This design comes from an exercise in tuning for small area on the open sky130 flow, not from production work. The RTL was checked by simulation tests, not by an equivalence proof against the original design.

==> ember <==
==> flow/design.v (excerpt) <==
module filt_fir (
  input  wire        i_rst_an,
  input  wire        i_ena,
  input  wire        i_clk,
  input  wire [7:0]  i_data,
  output wire [20:0] o_data
);
clock: 20.0 ns
lec_check: 0
cap_margin: 20
core_margin: 2
core_utilization: 70
cts_buf_list: sky130_fd_sc_hd__clkbuf_4
slew_margin: 20
synth_hierarchical: 1
synth_minimum_keep_size: 0
run.sh (not shown) runs the stock make flow with config.mk's settings and CLKGATE_MAP_FILE= SYNTH_SCRIPT=/design/flow/synth_recipe.tcl, a recipe that flattens the netlist after the stock synthesis.
==> zinc: changes against ember <==
==> flow/flow/run.sh (new file) <==
#!/bin/bash
# The standard layout (standard.sh: the standard flow's synthesis and ORFS flow, unchanged),
# with two extra ORFS knobs:
#  - port buffers use the smallest buffer cell instead of the default choice;
#  - clock tree synthesis without dummy load cells.
set -euo pipefail
bash standard.sh \
  "BUFFER_PORTS_ARGS=-buffer_cell sky130_fd_sc_hd__buf_1" \
  "CTS_ARGS=-sink_clustering_enable -repair_clock_nets -dont_use_dummy_load -buf_list sky130_fd_sc_hd__clkbuf_8 -sink_clustering_size 30 -sink_clustering_max_diameter 100" \
  finish > standard.log 2>&1
==> flow/standard.sh (new file) <==
#!/bin/bash
# synth_recipe.tcl (not shown) runs the flow's synth.tcl, then flattens the netlist and writes it again
# the make line also repeats each setting of config.mk as NAME=value (left out here)
make -C /OpenROAD-flow-scripts/flow DESIGN_CONFIG=/design/flow/config.mk WORK_HOME=/design/flow/orfs CLKGATE_MAP_FILE= SYNTH_SCRIPT=/design/flow/synth_recipe.tcl "${@:-finish}"
removed: flow/run.sh
==> run summary <==
Vias/cell=6.26; Setup crit end=o_data[18]; Worst Path Arrival=13.00 ns; Slew headroom=38.3%; P&R area growth vs syn=7.51%; Slowest-stage cell, CP=clkdlybuf4s50_1; placed instance area=0.00918 mm2; status=finished clean; first-pass GRT wire length=28700 um; most frequent cells in the layout=189 x fa_1, 128 x a22o_1, 128 x dfrtp_1, 61 x inv_1, 29 x clkdlybuf4s50_1
The numbers above come from ember.

==> run summary <==
status=finished clean; Worst Path Arrival=~12 ns; Slowest-stage cell, CP=fa_1; Slew headroom=a little over two fifths; most frequent cells in the layout=189 x fa_1, 128 x a22o_1, 128 x dfrtp_1, 61 x inv_1, 29 x buf_1; first-pass GRT wire length=28000 um; P&R area growth vs syn=4.98%; placed instance area=0.00899 mm2
The numbers above come from zinc.


* * *

==> run a: inputs <==
filt_fir again, from the RTL that the note above started with.
==> flow/config.mk <==
export PLATFORM = sky130hd
export DESIGN_NAME = filt_fir
export DESIGN_NICKNAME = filt_fir
export VERILOG_FILES = /design/flow/design.v
export SDC_FILE = /design/flow/constraint.sdc
export NUM_CORES = 4
export LEC_CHECK = 0
export CAP_MARGIN = 20
export CORE_MARGIN = 2
export CORE_UTILIZATION = 70
export CTS_BUF_LIST = sky130_fd_sc_hd__clkbuf_4
export SLEW_MARGIN = 20
export SYNTH_HIERARCHICAL = 1
export SYNTH_MINIMUM_KEEP_SIZE = 0
==> flow/constraint.sdc <==
create_clock -name core_clock -period 20.0 [get_ports {i_clk}]
set_input_delay 4.0000 -clock core_clock [delete_from_list [all_inputs] [get_ports {i_clk}]]
set_output_delay 4.0000 -clock core_clock [all_outputs]
set_load 0.01 [all_outputs]
standard.sh (not shown) runs the stock make flow with config.mk's settings and CLKGATE_MAP_FILE= SYNTH_SCRIPT=/design/flow/synth_recipe.tcl, a recipe that flattens the netlist after the stock synthesis.
==> flow/flow/run.sh <==
#!/bin/bash
# The standard layout (standard.sh: the standard flow's synthesis and ORFS flow, unchanged),
# with two extra ORFS knobs:
#  - port buffers use the smallest buffer cell instead of the default choice;
#  - clock tree synthesis without dummy load cells.
set -euo pipefail
bash standard.sh \
  "BUFFER_PORTS_ARGS=-buffer_cell sky130_fd_sc_hd__buf_1" \
  "CTS_ARGS=-sink_clustering_enable -repair_clock_nets -dont_use_dummy_load -buf_list sky130_fd_sc_hd__clkbuf_4" \
  finish > standard.log 2>&1
==> run b (differences from run a) <==
--- a/flow/flow/run.sh
+++ b/flow/flow/run.sh
@@ -6,5 +6,5 @@
 set -euo pipefail
 bash standard.sh \
   "BUFFER_PORTS_ARGS=-buffer_cell sky130_fd_sc_hd__buf_1" \
-  "CTS_ARGS=-sink_clustering_enable -repair_clock_nets -dont_use_dummy_load -buf_list sky130_fd_sc_hd__clkbuf_4" \
+  "CTS_ARGS=-sink_clustering_enable -repair_clock_nets -dont_use_dummy_load -buf_list sky130_fd_sc_hd__clkbuf_16 -sink_clustering_size 64 -sink_clustering_max_diameter 200" \
   finish > standard.log 2>&1
==> notes <==
Between run b and run a, the lower maximum frequency is in run a (gap about 0.3%, measured against run a). In die area, run b and run a do not differ. Via count: run b is lower than run a (0.45%). Between run a and run b, the lower global-route usage is in run a (gap 1.1 points). Between run b and run a, the lower register-to-register slack is in run b (gap 0.02 ns). Between run a and run b, the lower hold slack is in run b (gap 0.013 ns). Of run b and run a, run a has the higher first-iteration DRC count (gap 10%, measured against run a). Sequential cell count is the same in run a and run b. Sequential share of layout area: run b is lower than run a (1.2 points). In run b the worst setup slack is better than in run a, by 0.048 ns.
==> figures <==
| item | run a | run b |
|---|---|---|
| Number of nets in the finished design | 807 | 808 |
| Final clock period utilization by the worst path | 81.7% | 81.4% |
| WP data arrival | 12.33 ns | 12.28 ns |
| Wire length per cell | 23.1 um | 23.8 um |
| Non-clk buf share | 1.64% | 1.84% |
| Share of the final layout cell area in sequential cells | 35.1% | 33.9% |
| Measured slew at the worst slew-check pin | 0.861 ns | 0.852 ns |
| Peak-usage layer in the global routing report | met1 | met2 |
| Status | complete, no violations | complete, no violations |
| Worst path setup slack after routing | 3.67 ns | 3.72 ns |
| Hold slack final | 0.511 ns | 0.498 ns |
| Detailed Routing Iterations Pass 1 | 4 | 5 |
| Post-detailed-route via-to-cell ratio | 6.24 | 6.21 |
| Antenna diodes | 1 | 0 |
| Layout-stage area growth over the synthesis result | 3.80% | 7.43% |
| Number of antenna violations at the first check in global routing | 1 | 0 |
| Final Util | 75.1% | 77.7% |
| Worst path buffer plus inverter count | 4 | 3 |
| Count of plain and timing-repair buffers | 34 | 35 |

afterwards: timing with drivers on the ports:
The results above use ideal ports. As a check the final layouts listed here were re-extracted and re-timed, cells and wires unchanged. Step 1 sets driving cells, clkbuf_16 on the clock port and buf_2 on the other inputs (assumed; they add their load-dependent delay and slew). Step 2 moves the port delays by t, midway between the first and last clock arrival at a register: inputs arrive t later, outputs are due t later. That takes back most of the time a late clock gives input paths. a / b / c = ideal ports / drivers / drivers and shift; a / b = the first two.
| run | t, ns | setup WS [ns] | hold slack, ns | worst setup path after step 2 | worst data-port slew with drivers (ns) |
|---|---|---|---|---|---|
| ember | 0.584 | 2.999 / 2.975 / 2.975 | 0.517 / 0.517 / 0.517 | input to output | 0.04 |
| zinc | 0.459 | 3.704 / 3.681 / 3.681 | 0.507 / 0.507 / 0.507 | input to output | 0.04 |
| run a | 0.555 | 3.670 / 3.628 / 3.664 | 0.511 / 0.511 / 0.511 | input to output | 0.04 |
| run b | 0.454 | 3.718 / 3.694 / 3.694 | 0.498 / 0.498 / 0.498 | input to output | 0.03 |
After both steps setup and hold are still met in every run listed.
